Background: an optimization exercise with open tools, aiming at small area, a short achievable clock period and few clock cycles per item. Do not read the settings as production practice.
RTL that was checked went through simulation tests only; none was proved equivalent to the original.
Function not checked in runs 2 to 4: the RTL went through the layout flow alone.
Power and IR drop assume default switching activity.

$ cat design/flow/design.v
`timescale 1ns / 1ns
module simple_ALU(input i_clk,
                  input i_rst,
                  input logic  [15:0] i_memData,
                  output logic [15:0] o_memData,
                  output logic [15:0] o_memAddr,
                  output logic o_memWrEnable);
  localparam logic [1:0] S_FETCH = 2'd0,
                         S_DEC   = 2'd1,
                         S_RD1   = 2'd2,
                         S_RD2   = 2'd3;
  logic [1:0]  state;
  logic [5:0]  rd;         
  logic [5:0]  rs;         
  logic [5:0]  pcn;        
  logic        selRd, selRs, selPc;   
  logic [15:0] wdata;      
  logic        we;         
  logic        first;      
  logic        stale;      
  logic        twoRd;      
  logic        sameRd;     
  logic [15:0] breg;       
  logic        opAdd, opAnd, opOr, opXor, opSh;
  logic        cin;        
  logic        left;       
  logic        arith;      
  wire  [5:0]  addr = ({6{selRd}} & rd) | ({6{selRs}} & rs) | ({6{selPc}} & pcn);
  assign o_memAddr     = {10'd0, addr};
  assign o_memData     = wdata;
  assign o_memWrEnable = we;
  wire [15:0] x = i_memData;
  wire [15:0] y = breg;
  wire [16:0] sum = {x, 1'b1} + {y, cin};
  wire [15:0] xin;
  wire [15:0] u;
  genvar gi;
  generate
    for (gi = 0; gi < 16; gi++) begin : g_rev
      assign xin[gi] = left ? x[15-gi] : x[gi];
      assign u[gi]   = left ? sw[15-gi] : sw[gi];
    end
  endgenerate
  wire        fill = arith & x[15];
  wire [31:0] sww  = {{16{fill}}, xin} >> y[3:0];
  wire [15:0] sw   = sww[15:0];
  wire        big  = |y[15:4];
  wire [15:0] alu = ({16{opAdd}} & sum[16:1])
                  | ({16{opAnd}} & (x & y))
                  | ({16{opOr}}  & (x | y))
                  | ({16{opXor}} & (x ^ y))
                  | ({16{opSh & ~big}} & u)
                  | ({16{arith & big}} & {16{x[15]}});
  wire [15:0] ins   = i_memData;
  wire [2:0]  dFn   = ins[14:12];
  wire [5:0]  dRd   = ins[11:6];
  wire [5:0]  dRs   = ins[5:0];
  wire        dImm  = ins[15];
  wire        aK    = we & (dRd == rd);
  wire        bK    = dImm | (we & (dRs == rd));
  wire        dShift = (dFn == 3'd2) | (dFn == 3'd3) | (dFn == 3'd4);
  wire        dComm  = (dFn == 3'd0) | (dFn[2] & (dFn[1:0] != 2'd0));
  wire        dSub   = (dFn == 3'd1);
  wire        same  = ~aK & ~bK & (dRd == dRs) & ~dShift;
  wire        bOnly = aK & ~bK & dComm;
  wire        two   = ~bK & ~same & ~bOnly;      
  wire        none  = aK & bK;
  wire        inDec = (state == S_DEC);
  wire        bLoad = inDec ? ~stale : (state == S_RD2) & twoRd;
  wire [15:0] bSrc  = inDec ? (dImm ? {10'd0, dRs} : wdata) : i_memData;
  wire [15:0] bNew  = bSrc ^ {16{inDec ? dSub : cin}};
  always_ff @(posedge i_clk) begin
    if (i_rst) begin
      state <= S_FETCH;
      selRd <= 1'b0;
      selRs <= 1'b0;
      selPc <= 1'b1;
      pcn   <= 6'd0;
      we    <= 1'b0;
      first <= 1'b1;
      stale <= 1'b0;
    end else begin
      case (state)
        S_FETCH: begin
          we    <= ~first;
          first <= 1'b0;
          {selRd, selRs, selPc} <= 3'b100;
          pcn   <= pcn + 6'd1;
          stale <= ~first & (rd == pcn);
          state <= S_DEC;
        end
        S_DEC: begin
          we    <= 1'b0;
          if (stale) begin
            stale <= 1'b0;
          end else if (two) begin
            {selRd, selRs, selPc} <= 3'b010;
            state <= S_RD1;
          end else if (none) begin
            {selRd, selRs, selPc} <= 3'b001;
            state <= S_FETCH;
          end else begin
            {selRd, selRs, selPc} <= {~bOnly, bOnly, 1'b0};
            state <= S_RD2;
          end
        end
        S_RD1: begin
          {selRd, selRs, selPc} <= 3'b100;
          state <= S_RD2;
        end
        default: begin   
          {selRd, selRs, selPc} <= 3'b001;
          state <= S_FETCH;
        end
      endcase
    end
  end
  always_ff @(posedge i_clk) wdata <= alu;
  always_ff @(posedge i_clk) rs <= dRs;
  always_ff @(posedge i_clk) begin
    if (bLoad) breg <= bNew;
    case (state)
      S_DEC: begin
        if (!stale) begin
          rd     <= dRd;
          twoRd  <= two;
          sameRd <= same;
          cin    <= dSub;
          opAdd  <= (dFn[2:1] == 2'd0);
          opAnd  <= (dFn == 3'd5);
          opOr   <= (dFn == 3'd6);
          opXor  <= (dFn == 3'd7);
          opSh   <= dShift;
          left   <= (dFn == 3'd4);
          arith  <= (dFn == 3'd2);
        end
      end
      S_RD2: begin
        if (sameRd) begin
          opAdd <= 1'b0;
          opSh  <= opAdd & ~cin;
          left  <= opAdd & ~cin;
          opAnd <= cin | opAnd | opXor;
          opXor <= 1'b0;
          cin   <= 1'b0;
          breg  <= opAnd ? 16'hFFFF : {15'd0, opAdd & ~cin};
        end
      end
      default: ;
    endcase
  end
endmodule
$ cat design/flow/flow/run.sh
#!/bin/bash
# Standard layout, with plain buffers (not delay cells) on the ports, the
# timing repair aiming at 6.0 ns of setup slack, and clock tree synthesis
# without dummy loads.
# Full make output goes to standard.log here; ORFS keeps each step's log
# under orfs/logs/.
set -euo pipefail
bash standard.sh "BUFFER_PORTS_ARGS=-buffer_cell sky130_fd_sc_hd__buf_2" SETUP_SLACK_MARGIN=6.0 "CTS_ARGS=-sink_clustering_enable -repair_clock_nets -buf_list {sky130_fd_sc_hd__clkbuf_4 sky130_fd_sc_hd__clkbuf_8} -dont_use_dummy_load" finish > standard.log 2>&1
$ cat design/flow/standard.sh
#!/bin/bash
# synth_recipe.tcl (not shown) runs the flow's synth.tcl, then flattens the netlist and writes it again
# the make line also repeats each setting of config.mk as NAME=value (left out here)
make -C /OpenROAD-flow-scripts/flow DESIGN_CONFIG=/design/flow/config.mk WORK_HOME=/design/flow/orfs CLKGATE_MAP_FILE= SYNTH_SCRIPT=/design/flow/synth_recipe.tcl "${@:-finish}"
$ cat design/flow/config.mk
export PLATFORM = sky130hd
export DESIGN_NAME = simple_ALU
export DESIGN_NICKNAME = simple_ALU
export VERILOG_FILES = /design/flow/design.v
export SDC_FILE = /design/flow/constraint.sdc
export NUM_CORES = 4
export LEC_CHECK = 0
export ABC_AREA = 1
export CAP_MARGIN = 20
export CORE_MARGIN = 2
export CORE_UTILIZATION = 40
export CTS_BUF_LIST = sky130_fd_sc_hd__clkbuf_8
export SLEW_MARGIN = 20
export TNS_END_PERCENT = 0
$ cat design/flow/constraint.sdc
create_clock -name core_clock -period 9.0 [get_ports {i_clk}]
set_input_delay 1.8000 -clock core_clock [delete_from_list [all_inputs] [get_ports {i_clk}]]
set_output_delay 1.8000 -clock core_clock [all_outputs]
set_load 0.01 [all_outputs]
==> results of run 1 <==
==> cell families (layout without fill, tap and decap cells) <==
logic type | count (synthesis) | count (layout) | share of synthesized area [%]
and+or+nand+nor | 561 | 561 | 41.2
buffers and inverters | 148 | 157 | 10.5
AOI/OAI and AO/OA | 123 | 124 | 12.1
DFF | 68 | 68 | 25.7
adders and majority gates | 35 | 35 | 7.52
xor gates and xnor gates | 20 | 20 | 2.96
other | 1 | 10 | 0.0633
==> area by class of cell <==
class                      instances  area, um2  area share [%]
inverter                         103        389            5.94
timing repair buffer              45        263            4.01
tap                              184        230            3.51
multi-input combinational        750       4030            61.4
clock buffer                       9        124            1.89
sequential                        68       1520            23.2
==> stage by stage <==
stage	setup WS, ns	utilization (%)	std cells	hold slack (ns)
global route	5.85	45.3	1159	0.517
floorplan	5.91	-	965	0.463
finish	5.95	45.3	1159	0.504
detailed placement	5.38	43.4	1147	0.493
CTS	5.98	45.0	1156	0.509
global placement	5.40	43.4	1147	0.490
==> sequential cells by signal (all words and copies together) (netlist names), 2 cells and up <==
name	flops
rd	6
breg	16
pcn	6
rs	6
state	2
wdata	16
==> repair_timing <==
action,in CTS,in global routing
endpoints found under the setup margin,22,25
gates cloned,0,1
pin swaps,1,0
buffers inserted,0,2
gates resized for setup,30,4
==> worst max-delay path: stages <==
cell     delay, ns
buf_2         0.18
nand2_1       0.15
inv_1         0.14
nand2_1       0.39
inv_2         0.21
nor3_1        0.33
nand2_1       0.09
==> metal layers <==
layer	vias up	share of wire [%]	GRT usage (%)	wire length, um
li1	3211	-	-	-
met3	29	8.6	5.31	1830
met4	0	1.9	7.32	397
met1	2946	44	36.6	9420
met5	-	0	0	0
met2	277	45	41.8	9640
==> worst max-delay path by stage <==
stage                       start   endpoint  slack, ns  cells past startpoint
floorplan           i_memData[11]  wdata[14]       5.91                     14
global placement     i_memData[3]   wdata[7]       5.40                     12
detailed placement   i_memData[3]   wdata[7]       5.38                     12
CTS                  i_memData[0]  wdata[15]       5.98                     13
global route         i_memData[3]   wdata[5]       5.85                     11
finish              i_memData[15]   wdata[0]       5.95                      7
==> cell usage after synthesis, types with 14 or more instances <==
cell        n  area share, %
inv_1      92            5.8
o21ai_0    33            2.8
nor2_1     58            3.7
nand3_1   188             16
edfxtp_1   16            8.1
nand2_1   271             17
ha_1       34            7.2
xnor2_1    16            2.4
clkbuf_1   16            1.0
buf_2      15            1.3
a31oi_1    17            1.8
a21oi_1    38            3.2
nor3_1     14            1.2
dfxtp_1    52             18
==> power groups by stage <==
stage	sequential (mW)	combinational (mW)	clock, mW
final	0.495	0.961	0.203
after global routing	0.502	1.07	0.220
after CTS	0.491	0.944	0.209
after detailed placement	0.496	0.916	0
after global placement	0.498	0.913	0
after floorplan	0.455	0.703	0
==> metrics.md, run 1 <==
| Metric | Value |
|---|---|
| Rel. slew slack | `a little over 40%` |
| CTS HTree Levels | `3` |
| Hold path depth | `2` |
| Root buf cell | `clkbuf_8` |
| Final Hold Viols | `0` |
| N_diodes | `0` |
| Period utilization | `roughly a third` |
| HPWL Detailed | `15800 um` |
| First drt pass iteration count | `5` |
| NetSw | `between 800 and 900 uW` |
| Worst min path class | `reg2reg` |
| Highest-count cells in the layout ignoring fill and taps | `nand2_1, nand3_1, inv_1` |
| Mapped cell area | `slightly below 6000 um2` |
| Vias | `~6500` |
| Starting Density | `between 40% and 50%` |
| Global-route wire length before repair | `around 32000 um` |
| CTS tree | `built` |
| Worst Max-Slew Pin Slew | `just under 0.9 ns` |
| GRT overflow | `0` |
| Hold path start | `first` |
| Layout fillers | `roughly 1600` |
| Clk_skew | `about 0.032 ns` |
| Switching share of power | `approximately half` |
| Maximum vdd drop | `around 0.11 mV` |
| Int Power | `about 840 uW` |
| Mapped Avg Cell Area | `just over 6 um2` |
| Io pins | `51` |
| PortBufs | `40` |
| Post-CTS Hold Fix Bufs | `0` |
| FF-to-FF path depth | `11` |
| Final nets | `a little over 1000` |
| CP Max Fanout | `9` |
| CP Capture Type | `flop` |
| Max cap viols | `0` |
| Fmax | `roughly 0.33 GHz` |
| Hold path endpoint | `first` |
| Critical Path Start Type | `input pin` |
| Die span in x | `126 um` |
| Initial antenna violation count | `0` |
| Layout cells sized above 1 | `a little over a tenth` |
| R2R Path End | `wdata[7]` |
| Synth Instances | `roughly 960` |
| Final ANT Viol Nets | `0` |
| Die ar. | `15800 um2` |
| DRC violation count after routing | `0` |
| Clock latency (worst-skew pair) | `around 0.37 ns` |
| Design Area, Final | `between 6000 and 7000 um2` |
| Fin Setup TNS | `0 ns` |
| Clock slew at reported path FFs | `approximately 0.09 ns` |
| Vias in the first global route | `around 5800` |
| Gpl congestion | `0.954` |
| Post-synth EDFFs | `16` |
| Ys Warns | `1` |
| Worst EP required | `between 9 and 10 ns` |
| Flop2flop setup slack | `6.04 ns` |
| Seq pwr share | `29.8%` |
| Yosys reg bits | `between 60 and 70` |
| FFs w/ async S/R, synth | `0%` |
| Total global-route track usage | `26.4%` |
| Placed standard-cell area | `6290 um2` |
| Routed wire length | `approximately 21000 um` |
| Final Max Slew Viols | `0` |
| Clock network fraction of design power | `approximately an eighth` |
| Yosys cell types | `42` |
| Core ar. | `14500 um2` |
| Leak | `just over 3 nW` |
| TritonCTS Sinks | `68` |
| Sequential area share after synthesis | `around a quarter` |
| Primary FF master, synth | `dfxtp_1` |
| Commonest non-fill, non-tap cell in the layout | `nand2_1` |
| WS Path Type | `in2reg` |
| Logic gate share of total power | `57.9%` |
| RSZ-0062 raised after global routing | `true` |
| Status | `timing/DRC/antenna clean` |
| Die Ht | `126 um` |
| Core Rows | `44` |
| Clk buf depth | `2` |
| R2r startpoint | `breg[2]` |
| PD cells | `between 200 and 300 nW/um2` |
| Pin count of the biggest net entering global routing | `34` |
| Total CTS buffers | `9` |
| Wire per inst | `approximately 18 um` |
| Area grow syn2layout | `10.7%` |
| Drt via density | `~5.6` |
| Setup violators final | `0` |
| Tot Pwr | `1.66 mW` |
| 1st-iter DRT viols | `661` |
| Arrival time at the worst endpoint | `around 3.3 ns` |
| Minimum clock period | `3.05 ns` |
Testbench counts, summed over its fixed seeds: cycles 487,097, instrs 160,000.
==> run 2: changes to the inputs <==
--- a/design/flow/design.v
+++ b/design/flow/design.v
@@ -34,14 +34,13 @@
   wire [16:0] sum = {x, 1'b1} + {y, cin};
-  wire [15:0] xin;
-  wire [15:0] u;
-  genvar gi;
-  generate
-    for (gi = 0; gi < 16; gi++) begin : g_rev
-      assign xin[gi] = left ? x[15-gi] : x[gi];
-      assign u[gi]   = left ? sw[15-gi] : sw[gi];
-    end
-  endgenerate
+  wire [3:0]  rot  = left ? 4'd0 - y[3:0] : y[3:0];
+  wire [15:0] r0   = rot[0] ? {x[0], x[15:1]}     : x;
+  wire [15:0] r1   = rot[1] ? {r0[1:0], r0[15:2]} : r0;
+  wire [15:0] r2   = rot[2] ? {r1[3:0], r1[15:4]} : r1;
+  wire [15:0] r3   = rot[3] ? {r2[7:0], r2[15:8]} : r2;
   wire        fill = arith & x[15];
-  wire [31:0] sww  = {{16{fill}}, xin} >> y[3:0];
-  wire [15:0] sw   = sww[15:0];
+  logic [15:0] keep;
+  always_comb
+    for (int i = 0; i < 16; i++)
+      keep[i] = left ? (i >= y[3:0]) : (i + y[3:0] < 16);
+  wire [15:0] u    = (keep & r3) | (~keep & {16{fill}});
   wire        big  = |y[15:4];
==> design/flow/flow/run.sh (replaced) <==
#!/bin/bash
# Standard layout, with plain buffers (not delay cells) on the ports, the
# timing repair aiming at 6.0 ns of setup slack, and clock tree synthesis
# without dummy loads.
# Full make output goes to standard.log here; ORFS keeps each step's log
# under orfs/logs/.
set -euo pipefail
bash standard.sh "BUFFER_PORTS_ARGS=-buffer_cell sky130_fd_sc_hd__buf_2" SETUP_SLACK_MARGIN=6.0 "CTS_ARGS=-sink_clustering_enable -repair_clock_nets -buf_list sky130_fd_sc_hd__clkbuf_8 -dont_use_dummy_load" finish > standard.log 2>&1
==> run 2 against run 1 <==
Non-clock buffer count is 16 higher; combinational power is 6% higher; hold slack worse by 0.022 ns; design area is 5.3% higher; critical path type unchanged; still clean on timing, DRC and antenna; setup slack worse by 0.0023 ns; sequential power is 4% lower; sequential share of layout area is 1.2 points lower; largest cell class unchanged; synthesized cell count is 4.0% lower; cell count is 1.8% lower; clock-buffer cell count stayed put.
==> metrics.md, run 2 <==
| Metric | Value |
|---|---|
| Status | `timing/DRC/antenna clean` |
| Hold path start | `first` |
| R2r startpoint | `breg[0]` |
| Routed wire length | `21800 um (+2.2%)` |
| Sequential area share after synthesis | `25.6% (-0.12 points)` |
| Arrival time at the worst endpoint | `3.29 ns (-0.02 ns)` |
| Met1 GRT Util | `36.8% (+0.21 points)` |
| Clk_skew | `0.0128 ns (-0.0188 ns)` |
| Non-Filler Instances | `1138 (-1.8%)` |
| Hold path depth | `2 (unchanged)` |
| Drt via density | `5.59 (+0.25%)` |
| Tot Pwr | `1.70 mW (+2.3%)` |
| RSZ-0062 raised after global routing | `true` |
| N_diodes | `0 (unchanged)` |
| Minimum clock period | `3.06 ns (+0.00230 ns)` |
| Top flop regs | `breg: 16 flops, wdata: 16 flops` |
| CP Capture Type | `flop` |
| Post-CTS Hold Fix Bufs | `0 (unchanged)` |
| Initial antenna violation count | `0 (unchanged)` |
| Core Rows | `44 (unchanged)` |
| Maximum vdd drop | `0.149 mV (+38%)` |
| DP Worst Slack | `5.35 ns (-0.0327 ns)` |
| Worst EP required | `9.23 ns (-0.02 ns)` |
| Clk buf depth | `2 (unchanged)` |
| Final nets | `1013 (-1.7%)` |
| Io pins | `51 (unchanged)` |
| Wire per inst | `19.1 um (+4.1%)` |
| PortBufs | `40 (unchanged)` |
| Gpl congestion | `0.966 (+1.2%)` |
| DRC violation count after routing | `0 (unchanged)` |
| Yosys top cell area share | `17.5% (-0.081 points)` |
| CTS HTree Levels | `3 (unchanged)` |
| GRT met3 Usage | `5.35% (+0.042 points)` |
| Hold path endpoint | `first` |
| Most frequent cell after synthesis | `nand2_1` |
| Fmax | `0.327 GHz (about the same)` |
| HPWL Detailed | `16300 um (+2.8%)` |
| CP Buf/Inv Count | `3 (unchanged)` |
| Worst setup margin | `5.94 ns (-0.00230 ns)` |
| Max incr delay on CP | `0.34 ns (-0.05 ns)` |
| Leak | `3.07 nW (about the same)` |
| Period utilization | `33.9% (about the same)` |
| Crit-path slowest cell | `ha_4` |
| CTS tree | `built` |
| Largest cells by area after synthesis | `dfxtp_1, nand2_1, edfxtp_1` |
| Cell mode on critical path | `nand2_2` |
| Yosys cell types | `50 (+19%)` |
| Starting Density | `40.9% (about the same)` |
| Fin Setup TNS | `0 ns (unchanged)` |
| Final ANT Viol Nets | `0 (unchanged)` |
| Commonest non-fill, non-tap cell in the layout | `nand2_1` |
| Worst min path class | `reg2reg` |
| Mapped cell area | `5950 um2 (+0.46%)` |
| Mapped Avg Cell Area | `6.48 um2 (+4.6%)` |
| Synth Instances | `918 (-4.0%)` |
| Layout cells sized above 1 | `19.2% (+8.3 points)` |
| PD cells | `246 nW/um2 (-2.8%)` |
| FF-to-FF path depth | `11 (unchanged)` |
| Die Ht | `126 um (+0.23%)` |
| Final Hold Viols | `0 (unchanged)` |
| WS Path Type | `in2reg` |
| R2R Path End | `wdata[3]` |
| Flop2flop setup slack | `6.19 ns (+0.15 ns)` |
| Layout fillers | `1551 (-2.0%)` |
| Ys Warns | `1 (unchanged)` |
| Highest-count cells in the layout ignoring fill and taps | `nand2_1, nand3_1, nor2_1` |
| Root buf cell | `clkbuf_8` |
| Area leader, netlist | `dfxtp_1` |
| Clock latency (worst-skew pair) | `0.36 ns (about the same)` |
| Vias | `6362 (-1.6%)` |
| Vias in the first global route | `5955 (+2.3%)` |
| Total global-route track usage | `27.2% (+0.81 points)` |
| Global-route wire length before repair | `33500 um (+3.3%)` |
| Die ar. | `15900 um2 (+0.45%)` |
| Yosys reg bits | `68 (unchanged)` |
| Worst Max-Slew Pin Slew | `0.893 ns (+0.00595 ns)` |
| Setup violators final | `0 (unchanged)` |
| GRT overflow | `0 (unchanged)` |
| GR Layer Usage met2 | `43.4% (+1.5 points)` |
| Final hold slack | `0.482 ns (-0.0222 ns)` |
| Max cap viols | `0 (unchanged)` |
| Core ar. | `14500 um2 (+0.38%)` |
| Inst Count DP | `1111 (-3.1%)` |
| Critical Path Start Type | `input pin` |
| FFs w/ async S/R, synth | `0% (unchanged)` |
| CP cell instances | `buf_8 -> clkinvlp_4 -> ha_4 -> buf_4 -> nand3_2 -> nand2_2 -> nand3_2 -> nand2_4 -> nand2_2 -> nand2_2 -> a21oi_2 -> o21ai_1 -> nand4_1` |
| TritonCTS Sinks | `68 (unchanged)` |
| Primary FF master, synth | `dfxtp_1` |
| Area grow syn2layout | `16.0%` |
| Total CTS buffers | `9 (unchanged)` |
| Critical Path Stages | `13 (+6)` |
| Clock slew at reported path FFs | `0.07 ns (-0.02 ns)` |
| Rel. slew slack | `40.5% (+0.23 points)` |
| 1st-iter DRT viols | `683 (+3.3%)` |
| First drt pass iteration count | `5 (unchanged)` |
| Post-synth EDFFs | `16 (unchanged)` |
| CP Max Fanout | `7 (-2)` |
| Top Usage Layer GRT | `met2` |
| Final Max Slew Viols | `0 (unchanged)` |
| Pin count of the biggest net entering global routing | `36 (+5.9%)` |
| Post-synth top cells | `nand2_1, nand3_1, inv_1, nor2_1, o21ai_0` |
| Worst path top cell family by delay | `simple AND/OR/NAND/NOR gates` |
| Die span in x | `126 um (+0.23%)` |
[run 2: final cells by class]
cell class	instances	area [um2]	area share, %
Multi-Input combinational cell	728	4260	61.7
Sequential cell	68	1520	22.1
Timing Repair Buffer	61	408	5.91
Inverter	88	358	5.18
Tap cell	184	230	3.33
Clock buffer	9	124	1.79
[run 2: logic make-up after synthesis]
group	after synthesis	share of synthesized area (%)
other	1	0.0630
AND/OR/NAND/NOR	475	33.9
AO/OA/AOI/OAI	184	18.4
multiplexers	1	0.168
XOR/XNOR	19	3.11
adder cells (fa/ha/maj)	39	8.33
flip-flops	68	25.6
buffers and inverters	131	10.5
[run 2: how the worst max path moves through the flow]
stage | start | end | slack (ns)
2_1_floorplan | i_memData[0] | wdata[15] | 5.92
3_3_place_gp | i_memData[9] | wdata[14] | 5.32
3_5_place_dp | i_memData[5] | wdata[12] | 5.35
4_1_cts | selRs | o_memAddr[1] | 5.97
5_1_grt | i_memData[1] | wdata[8] | 5.87
6_report | i_memData[1] | wdata[11] | 5.94
[run 2: worst register-to-register path: cells and delay by family (launching register included)]
family	cells	cell delay [ns]
AO/OA/AOI/OAI	2	0.62
adder cells (fa/ha/maj)	1	0.33
buffers and inverters	2	0.57
flip-flops	1	0.31
AND/OR/NAND/NOR	6	0.86
[run 2: layer usage]
metal | up-vias | wire length [um]
met2 | 270 | 9850
met1 | 2929 | 9530
li1 | 3128 | -
met4 | 0 | 639
met5 | - | 0
met3 | 35 | 1730
[run 2: what timing repair did]
item                       4_1_cts  5_1_grt
gates resized for setup         42       60
setup buffers                    9        9
setup endpoints to repair       19       34
hold endpoints to repair         0        0
gates cloned                     0        0
pin swaps                        3       20
[run 2: through the flow]
stage,instance area (um2),util [%]
6_report,6900,47.5
5_1_grt,6900,47.5
4_1_cts,6600,45.4
3_5_place_dp,6270,43.1
3_3_place_gp,6270,43.1
2_1_floorplan,6100,-
[run 2: power breakdown]
group	switching [mW]	total [mW]	leakage, nW	internal [mW]
Clock	0.114	0.203	0.0647	0.0893
Sequential	0.0970	0.476	0.589	0.379
Combinational	0.641	1.02	2.41	0.378
==> run 3: changes to the inputs <==
--- a/design/flow/design.v
+++ b/design/flow/design.v
@@ -34,13 +34,14 @@
   wire [16:0] sum = {x, 1'b1} + {y, cin};
-  wire [3:0]  rot  = left ? 4'd0 - y[3:0] : y[3:0];
-  wire [15:0] r0   = rot[0] ? {x[0], x[15:1]}     : x;
-  wire [15:0] r1   = rot[1] ? {r0[1:0], r0[15:2]} : r0;
-  wire [15:0] r2   = rot[2] ? {r1[3:0], r1[15:4]} : r1;
-  wire [15:0] r3   = rot[3] ? {r2[7:0], r2[15:8]} : r2;
+  wire [15:0] xin;
+  wire [15:0] u;
+  genvar gi;
+  generate
+    for (gi = 0; gi < 16; gi++) begin : g_rev
+      assign xin[gi] = left ? x[15-gi] : x[gi];
+      assign u[gi]   = left ? sw[15-gi] : sw[gi];
+    end
+  endgenerate
   wire        fill = arith & x[15];
-  logic [15:0] keep;
-  always_comb
-    for (int i = 0; i < 16; i++)
-      keep[i] = left ? (i >= y[3:0]) : (i + y[3:0] < 16);
-  wire [15:0] u    = (keep & r3) | (~keep & {16{fill}});
+  wire [31:0] sww  = {{16{fill}}, xin} >> y[3:0];
+  wire [15:0] sw   = sww[15:0];
   wire        big  = |y[15:4];
@@ -81,2 +82,4 @@
     end else begin
+      we    <= 1'b0;
+      stale <= 1'b0;
       case (state)
@@ -91,15 +94,6 @@
         S_DEC: begin
-          we    <= 1'b0;
-          if (stale) begin
-            stale <= 1'b0;
-          end else if (two) begin
-            {selRd, selRs, selPc} <= 3'b010;
-            state <= S_RD1;
-          end else if (none) begin
-            {selRd, selRs, selPc} <= 3'b001;
-            state <= S_FETCH;
-          end else begin
-            {selRd, selRs, selPc} <= {~bOnly, bOnly, 1'b0};
-            state <= S_RD2;
-          end
+          selRd <= stale | (~two & ~none & ~bOnly);
+          selRs <= ~stale & (two | bOnly);
+          selPc <= ~stale & none;
+          state <= stale ? S_DEC : two ? S_RD1 : none ? S_FETCH : S_RD2;
         end
==> run 3 against run 2 <==
Die area down 1.6%; synthesized area down 1.7%; critical path depth stayed put; routed wire length is 4.2% lower; total power decreased by 7.3%; flip-flop and latch count did not move; via count up 1.1%; utilization is 0.70 points lower; synthesized cell count increased by 1.7%; clock skew rose by 0.011 ns; register-to-register slack worse by 0.10 ns; design area down 2.2%; largest power group unchanged.
==> metrics.md, run 3 <==
| Metric | Value |
|---|---|
| Area leader, netlist | `dfxtp_1` |
| CTS tree | `built` |
| Total CTS buffers | `9 (unchanged)` |
| HPWL Detailed | `15400 um (-5.1%)` |
| Inst Count DP | `1126 (+1.4%)` |
| Core ar. | `14400 um2 (-0.76%)` |
| Wire per inst | `18.1 um (-5.4%)` |
| Setup violators final | `0 (unchanged)` |
| Critical Path Source | `i_memData[5]` |
| Area grow syn2layout | `15.4%` |
| Final Hold Viols | `0 (unchanged)` |
| Simple-gate share of the synthesized area | `42.2% (+8.3 points)` |
| Register Area | `1520 um2 (about the same)` |
| Yosys cell types | `44 (-12%)` |
| Routed wire length | `20800 um (-4.2%)` |
| Core Rows | `44 (unchanged)` |
| Worst EP required | `9.24 ns (about the same)` |
| Multi-input logic area | `4070 um2 (-4.5%)` |
| Gpl congestion | `0.897 (-7.2%)` |
| Mux share of post-synthesis cell area | `0% (-0.17 points)` |
| Status | `timing/DRC/antenna clean` |
| Crit-path slowest cell | `ha_4` |
| GRT overflow | `0 (unchanged)` |
| Clock slew at reported path FFs | `0.08 ns (about the same)` |
| Fin util | `46.8% (-0.70 points)` |
| Sequential area share after synthesis | `26.0% (+0.44 points)` |
| Vias | `6429 (+1.1%)` |
| RSZ-0062 raised after global routing | `true` |
| Critical Path Start Type | `input pin` |
| Post-synth EDFFs | `16 (unchanged)` |
| Most frequent cell after synthesis | `nand2_1` |
| Mapped Avg Cell Area | `6.26 um2 (-3.4%)` |
| Yosys top cell area share | `17.8% (+0.30 points)` |
| Mapped cell area | `5850 um2 (-1.7%)` |
| Final Max Slew Viols | `0 (unchanged)` |
| Arrival time at the worst endpoint | `3.24 ns (-0.05 ns)` |
| Max cap viols | `0 (unchanged)` |
| Final ANT Viol Nets | `0 (unchanged)` |
| Io pins | `51 (unchanged)` |
| Switching share of power | `48.3% (-1.9 points)` |
| Flop2flop setup slack | `6.09 ns (-0.10 ns)` |
| Synth Area in Adders | `7.61% (-0.71 points)` |
| CP Capture Type | `flop` |
| Largest cells by area after synthesis | `dfxtp_1, nand2_1, nand3_1` |
| Top flop regs | `breg: 16 flops, wdata: 16 flops` |
| Layout fillers | `1539 (-0.77%)` |
| 1st-iter DRT viols | `660 (-3.4%)` |
| R2R Path End | `wdata[9]` |
| Die span in x | `125 um (-0.82%)` |
| Rel. slew slack | `31.0% (-9.5 points)` |
| PortBufs | `40 (unchanged)` |
| Die ar. | `15600 um2 (-1.6%)` |
| Root buf cell | `clkbuf_8` |
| Crit path to | `wdata[15]` |
| Drt via density | `5.58 (-0.17%)` |
| FFs w/ async S/R, synth | `0% (unchanged)` |
| Largest family of logic cells by synthesized area | `simple AND/OR/NAND/NOR gates` |
| CP Buf/Inv Count | `4 (+1)` |
| Synth Instances | `934 (+1.7%)` |
| Cell mode on critical path | `nand2_1` |
| Ys Warns | `1 (unchanged)` |
| Total global-route track usage | `26.1% (-1.1 points)` |
| Initial antenna violation count | `0 (unchanged)` |
| Synth Area in Compound Gates | `10.3% (-8.0 points)` |
| Tot Pwr | `1.57 mW (-7.3%)` |
| Global-route wire length before repair | `32000 um (-4.4%)` |
| Layout cells sized above 1 | `16.0% (-3.2 points)` |
| Worst path top cell family by delay | `simple AND/OR/NAND/NOR gates` |
| Final nets | `1023 (+0.99%)` |
| Highest-count cells in the layout ignoring fill and taps | `nand2_1, nand3_1, inv_1` |
| N_diodes | `0 (unchanged)` |
| Period utilization | `33.3% (-0.64 points)` |
| DP Worst Slack | `5.31 ns (-0.0358 ns)` |
| CTS HTree Levels | `3 (unchanged)` |
| FF-to-FF path depth | `11 (unchanged)` |
| Worst setup margin | `6.00 ns (+0.0579 ns)` |
| Minimum clock period | `3.00 ns (-0.0579 ns)` |
| Clk buf depth | `2 (unchanged)` |
| Post-Synth XOR/XNOR Area | `3.14% (+0.032 points)` |
| DRC violation count after routing | `0 (unchanged)` |
| Yosys reg bits | `68 (unchanged)` |
| Fin Setup TNS | `0 ns (unchanged)` |
| Post-synth top cells | `nand2_1, nand3_1, inv_1, nor2_1, dfxtp_1` |
| Fmax | `0.334 GHz (+1.9%)` |
| R2r startpoint | `breg[2]` |
| Clock latency (worst-skew pair) | `0.37 ns (about the same)` |
| PD cells | `233 nW/um2 (-5.2%)` |
| Seq pwr share | `29.9% (+1.9 points)` |
| Maximum vdd drop | `0.110 mV (-26%)` |
| CP Max Fanout | `7 (unchanged)` |
| Leak | `3.18 nW (+3.5%)` |
| Primary FF master, synth | `dfxtp_1` |
| First drt pass iteration count | `5 (unchanged)` |
| Int Power | `814 uW (-3.8%)` |
| NetSw | `760 uW (-11%)` |
| Pin count of the biggest net entering global routing | `34 (-5.6%)` |
| TritonCTS Sinks | `68 (unchanged)` |
| Clk_skew | `0.0238 ns (+0.0110 ns)` |
| Max incr delay on CP | `0.27 ns (-0.07 ns)` |
| Commonest non-fill, non-tap cell in the layout | `nand2_1` |
| Logic gate share of total power | `57.1% (-2.9 points)` |
| Starting Density | `40.6% (-0.38 points)` |
| WS Path Type | `in2reg` |
| Vias in the first global route | `5714 (-4.0%)` |
| Non-Filler Instances | `1152 (+1.2%)` |
| Clock network fraction of design power | `13.0% (+1.0 points)` |
| Worst Max-Slew Pin Slew | `1.03 ns (+0.138 ns)` |
| Critical Path Stages | `13 (unchanged)` |
| Worst min path class | `reg2reg` |
| Die Ht | `125 um (-0.82%)` |
| CP cell instances | `buf_6 -> inv_1 -> ha_4 -> nand2_1 -> inv_1 -> a21oi_2 -> nand2_4 -> nand2_1 -> nand3b_1 -> nand3_1 -> nand2_1 -> inv_1 -> nand2_1` |
run 3: changes by cell type after synthesis, sizes merged, moves of 4 or more:
cell | before | now
nand3 | 90 | 197
o21ai | 71 | 34
a21oi | 48 | 32
nor2 | 73 | 58
a22oi | 10 | 1
o211ai | 13 | 4
a211oi | 8 | 0
inv | 87 | 95
xnor2 | 6 | 11
clkbuf | 9 | 13
ha | 38 | 34
run 3: timing repair:
action | 4_1_cts | 5_1_grt
hold buffers | 0 | 0
cloned | 0 | 1
endpoints found under the setup margin | 15 | 26
buffers inserted | 3 | 13
pin swaps | 0 | 20
endpoints found under the hold margin | 0 | 0
gates resized for setup | 8 | 73
run 3: cells by family after synthesis:
| kind of cell | count (synthesis) |
|---|---|
| flops | 68 |
| compound gates | 103 |
| xor+xnor | 21 |
| fa+ha+maj | 35 |
| simple gates | 564 |
| other cells | 1 |
| buf+inv | 142 |
run 3: area by class of cell:
cell class	count	share of cell area (%)
tap	184	3.41
clock buffer	9	1.83
inverter	98	5.69
sequential	68	22.5
timing repair buffer	59	6.26
multi-input combinational	734	60.3
run 3: per-stage QoR:
step / hold slack, ns / cell area [um2]
2_1_floorplan: 0.411 / 6070
3_3_place_gp: 0.439 / 6260
3_5_place_dp: 0.442 / 6260
4_1_cts: 0.458 / 6440
5_1_grt: 0.478 / 6750
6_report: 0.454 / 6750
run 3: how the worst min path moves through the flow:
stage | to | slack, ns | startpoint | cells past startpoint
final | first | 0.45 | first | 2
after global routing | first | 0.48 | first | 2
after CTS | first | 0.46 | first | 2
after detailed placement | first | 0.44 | first | 2
after global placement | first | 0.44 | first | 2
after floorplan | we | 0.41 | first | 1
run 3: worst register-to-register path: stages (launching register included):
cell and delay [ns]:
dfxtp_1 0.71, clkinv_1 0.65, ha_4 0.45, or2_2 0.33, nand3_2 0.09, nand2_2 0.09
nand2_1 0.09, nand3b_1 0.08, nand3_1 0.09, nand3_1 0.09, inv_1 0.09, nand2_1 0.05
run 3: power groups by stage:
| stage | Clock (mW) | Sequential (mW) | Combinational (mW) |
|---|---|---|---|
| final | 0.204 | 0.471 | 0.898 |
| after global placement | 0 | 0.475 | 0.809 |
| after floorplan | 0 | 0.437 | 0.623 |
| after detailed placement | 0 | 0.472 | 0.811 |
| after global routing | 0.217 | 0.478 | 0.998 |
| after CTS | 0.206 | 0.466 | 0.820 |
run 3: routing by layer:
layer / share of wire, % / track usage [%] / wire length (um) / vias up
li1: - / - / - / 3147
met1: 45 / 37.6 / 9290 / 2954
met2: 44 / 39.1 / 9170 / 289
met3: 7.8 / 4.62 / 1620 / 39
met4: 3.6 / 9.80 / 751 / 0
met5: 0 / 0 / 0 / -
==> run 4: changes to the inputs <==
--- a/design/flow/design.v
+++ b/design/flow/design.v
@@ -66,3 +66,4 @@
   wire        two   = ~bK & ~same & ~bOnly;      
-  wire        none  = aK & bK;
+  wire        zImm  = dImm & ((dFn == 3'd3) | (dFn == 3'd4)) & (dRs[5:4] != 2'd0);
+  wire        none  = (aK & bK) | zImm;
   wire        inDec = (state == S_DEC);
==> run 4 against run 3 <==
Register-to-register slack gained 0.03 ns; utilization is 0.49 points higher; non-clock buffer count increased by 2; combinational power grew 9.0%; clock-buffer cell count unchanged; design area increased by 1.0%; via count is 0.78% higher; synthesized cell count did not move; total power up 5.5%; largest cell class unchanged; highest routed layer unchanged.
==> metrics.md, run 4 <==
| Metric | Value |
|---|---|
| Vias in the first global route | `5602 (-2.0%)` |
| Yosys cell types | `46 (+4.5%)` |
| Flop2flop setup slack | `6.12 ns (+0.03 ns)` |
| Gpl congestion | `0.944 (+5.2%)` |
| FFs w/ async S/R, synth | `0% (unchanged)` |
| Die span in x | `125 um (about the same)` |
| Area grow syn2layout | `16.8%` |
| FF-to-FF path depth | `11 (unchanged)` |
| DRC violation count after routing | `0 (unchanged)` |
| Mapped Avg Cell Area | `6.25 um2 (-0.19%)` |
| Core ar. | `14400 um2 (unchanged)` |
| Max cap viols | `0 (unchanged)` |
| Crit path to | `wdata[6]` |
| Largest cells by area after synthesis | `dfxtp_1, nand2_1, nand3_1` |
| Placed standard-cell area | `6270 um2 (about the same)` |
| GRT overflow | `0 (unchanged)` |
| Starting Density | `40.5% (-0.078 points)` |
| Post-synth EDFFs | `16 (unchanged)` |
| Period utilization | `33.1% (-0.16 points)` |
| Simple-gate share of the synthesized area | `42.1% (-0.069 points)` |
| Minimum clock period | `2.98 ns (-0.0145 ns)` |
| DP Worst Slack | `5.28 ns (-0.0329 ns)` |
| Fmax | `0.335 GHz (+0.49%)` |
| Root buf cell | `clkbuf_8` |
| Most frequent cell after synthesis | `nand2_1` |
| Leak | `3.17 nW (-0.16%)` |
| TritonCTS Sinks | `68 (unchanged)` |
| Final Hold Viols | `0 (unchanged)` |
| Layout cells sized above 1 | `16.8% (+0.77 points)` |
| Post-CTS Hold Fix Bufs | `0 (unchanged)` |
| Worst min path class | `reg2reg` |
| Global-route wire length before repair | `31800 um (-0.80%)` |
| Ys Warns | `1 (unchanged)` |
| Worst Max-Slew Pin Slew | `1.10 ns (+0.0683 ns)` |
| R2r startpoint | `breg[2]` |
| Initial antenna violation count | `0 (unchanged)` |
| Worst EP required | `9.24 ns (about the same)` |
| Clk buf depth | `2 (unchanged)` |
| Layout fillers | `1559 (+1.3%)` |
| Largest family of logic cells by synthesized area | `simple AND/OR/NAND/NOR gates` |
| Synth Area in Adders | `7.63% (+0.015 points)` |
| Total global-route track usage | `26.1% (-0.033 points)` |
| PD cells | `243 nW/um2 (+4.4%)` |
| Yosys reg bits | `68 (unchanged)` |
| Clk_skew | `0.0247 ns (+0.000854 ns)` |
| R2R Path End | `wdata[8]` |
| CP Capture Type | `flop` |
| Area leader, netlist | `dfxtp_1` |
| Maximum vdd drop | `0.0940 mV (-15%)` |
| Sequential area share after synthesis | `26.1% (+0.050 points)` |
| Clock latency (worst-skew pair) | `0.37 ns (about the same)` |
| Final Max Slew Viols | `0 (unchanged)` |
| Status | `timing/DRC/antenna clean` |
| Top flop regs | `breg: 16 flops, wdata: 16 flops` |
| Setup violators final | `0 (unchanged)` |
| Drt via density | `5.61 (+0.52%)` |
| Yosys top cell area share | `17.8% (+0.034 points)` |
| Arrival time at the worst endpoint | `3.22 ns (-0.02 ns)` |
| Wire per inst | `18.3 um (+1.1%)` |
| Worst setup margin | `6.02 ns (+0.0145 ns)` |
| Design Area, Final | `6820 um2 (+1.0%)` |
| Final hold slack | `0.454 ns (+0.000514 ns)` |
| Routed wire length | `21100 um (+1.3%)` |
| Core Rows | `44 (unchanged)` |
| Highest-count cells in the layout ignoring fill and taps | `nand2_1, nand3_1, inv_1` |
| Die Ht | `125 um (about the same)` |
| Synth Instances | `934 (unchanged)` |
| Pin count of the biggest net entering global routing | `34 (unchanged)` |
| Critical Path Start Type | `input pin` |
| Final ANT Viol Nets | `0 (unchanged)` |
| CP Max Fanout | `7 (unchanged)` |
| 1st-iter DRT viols | `668 (+1.2%)` |
| CTS tree | `built` |
| PortBufs | `40 (unchanged)` |
| Vias | `6479 (+0.78%)` |
| HPWL Detailed | `15600 um (+0.79%)` |
| Synth Area in Compound Gates | `10.7% (+0.41 points)` |
| Total CTS buffers | `9 (unchanged)` |
| Rel. slew slack | `26.7% (-4.3 points)` |
| Commonest non-fill, non-tap cell in the layout | `nand2_1` |
| Final nets | `1026 (+0.29%)` |
| Die ar. | `15600 um2 (-0.18%)` |
| Post-synth top cells | `nand2_1, nand3_1, inv_1, nor2_1, dfxtp_1` |
| Critical Path Source | `i_memData[1]` |
| First drt pass iteration count | `5 (unchanged)` |
| CTS HTree Levels | `3 (unchanged)` |
| WS Path Type | `in2reg` |
| Mapped cell area | `5840 um2 (-0.19%)` |
| Post-Synth XOR/XNOR Area | `3.00% (-0.14 points)` |
| RSZ-0062 raised after global routing | `true` |
| Clock slew at reported path FFs | `0.08 ns (about the same)` |
| Fin Setup TNS | `0 ns (unchanged)` |
| Io pins | `51 (unchanged)` |
| Mux share of post-synthesis cell area | `0% (unchanged)` |
| N_diodes | `0 (unchanged)` |
| Primary FF master, synth | `dfxtp_1` |
[run 4: worst min path at each step]
stage | from | to | slack (ns) | cells after the start
floorplan | first | we | 0.41 | 1
global placement | first | first | 0.43 | 2
detailed placement | first | first | 0.44 | 2
CTS | first | first | 0.45 | 2
global route | first | first | 0.48 | 2
finish | first | first | 0.45 | 2
[run 4: metal layers]
layer / vias to the layer above / GRT usage [%] / routed length (um)
li1: 3155 / - / -
met1: 3018 / 37.5 / 9520
met2: 265 / 40.1 / 9480
met3: 41 / 3.14 / 1550
met4: 0 / 9.61 / 556
met5: - / 0 / 0
[run 4: final cells by class]
cell class                 count  area (um2)  share of cell area [%]
multi-input combinational    735        4100                    60.1
sequential                    68        1520                    22.3
tap                          184         230                    3.37
timing repair buffer          61         455                    6.68
clock buffer                   9         124                    1.82
inverter                      98         392                    5.74
[run 4: stage by stage]
step / cells / utilization, % / total power, mW
final: 1155 / 47.3 / 1.66
after global placement: 1128 / 43.5 / 1.34
after CTS: 1141 / 44.7 / 1.56
after detailed placement: 1128 / 43.5 / 1.34
after global routing: 1155 / 47.3 / 1.78
after floorplan: 943 / - / 1.11
[run 4: worst max-delay path, stage by stage]
cell and delay, ns:
buf_6 0.12, clkinvlp_4 0.12, ha_4 0.29, a21oi_4 0.16, nand2_2 0.11, nand2_2 0.10
nand2_4 0.07, or2_4 0.23, nand3_2 0.05, nand3_1 0.06, inv_1 0.06, nand2_1 0.05
[run 4: kinds of logic (layout without fill, tap and decap cells)]
kind of cell | after synthesis | count (layout)
other | 1 | 10
DFF | 68 | 68
and+or+nand+nor | 563 | 563
AOI/OAI and AO/OA | 107 | 107
buffers and inverters | 140 | 168
xor gates and xnor gates | 20 | 20
adders and majority gates | 35 | 35
[run 4: what timing repair did]
| item | CTS | global route |
|---|---|---|
| resized for setup | 11 | 88 |
| gates cloned | 0 | 0 |
| pin swaps | 1 | 28 |
| endpoints found under the setup margin | 26 | 19 |
| buffers inserted | 4 | 14 |
[run 4: report_power, final]
part / internal (mW) / switching (mW)
logic: 0.377 / 0.602
registers: 0.384 / 0.0931
clock network: 0.0893 / 0.115

[static timing again, ports no longer ideal]
In the flow no input, the clock included, has a driving cell. The finished layouts below were timed again as built, in two steps.
Step 1: set_driving_cell puts a clkbuf_16 on i_clk and a buf_2 on each other input, an assumption about the parent block.
Step 2 moves the port delays by t, midway between the first and last clock arrival at a register: inputs arrive t later, outputs are due t later. That takes back most of the time a late clock gives input paths.
Three values: ideal ports, drivers, drivers and shift; two values: the first two.
run | t, ns | slack for setup (ns) | worst setup path after step 2 | slew at the worst register clock pin (ns)
run 1 | 0.387 | 5.947 / 5.958 / 5.571 | input to register | 0.09 / 0.09
run 2 | 0.399 | 5.945 / 5.936 / 5.538 | input to register | 0.07 / 0.07
run 3 | 0.396 | 6.003 / 5.979 / 5.594 | input to register | 0.08 / 0.08
run 4 | 0.395 | 6.017 / 5.984 / 5.611 | input to register | 0.08 / 0.08
After both steps every run listed still meets setup and hold. For run 3, which loses most, drivers alone change the setup slack by -0.024 ns; drivers and shift together by -0.409 ns.
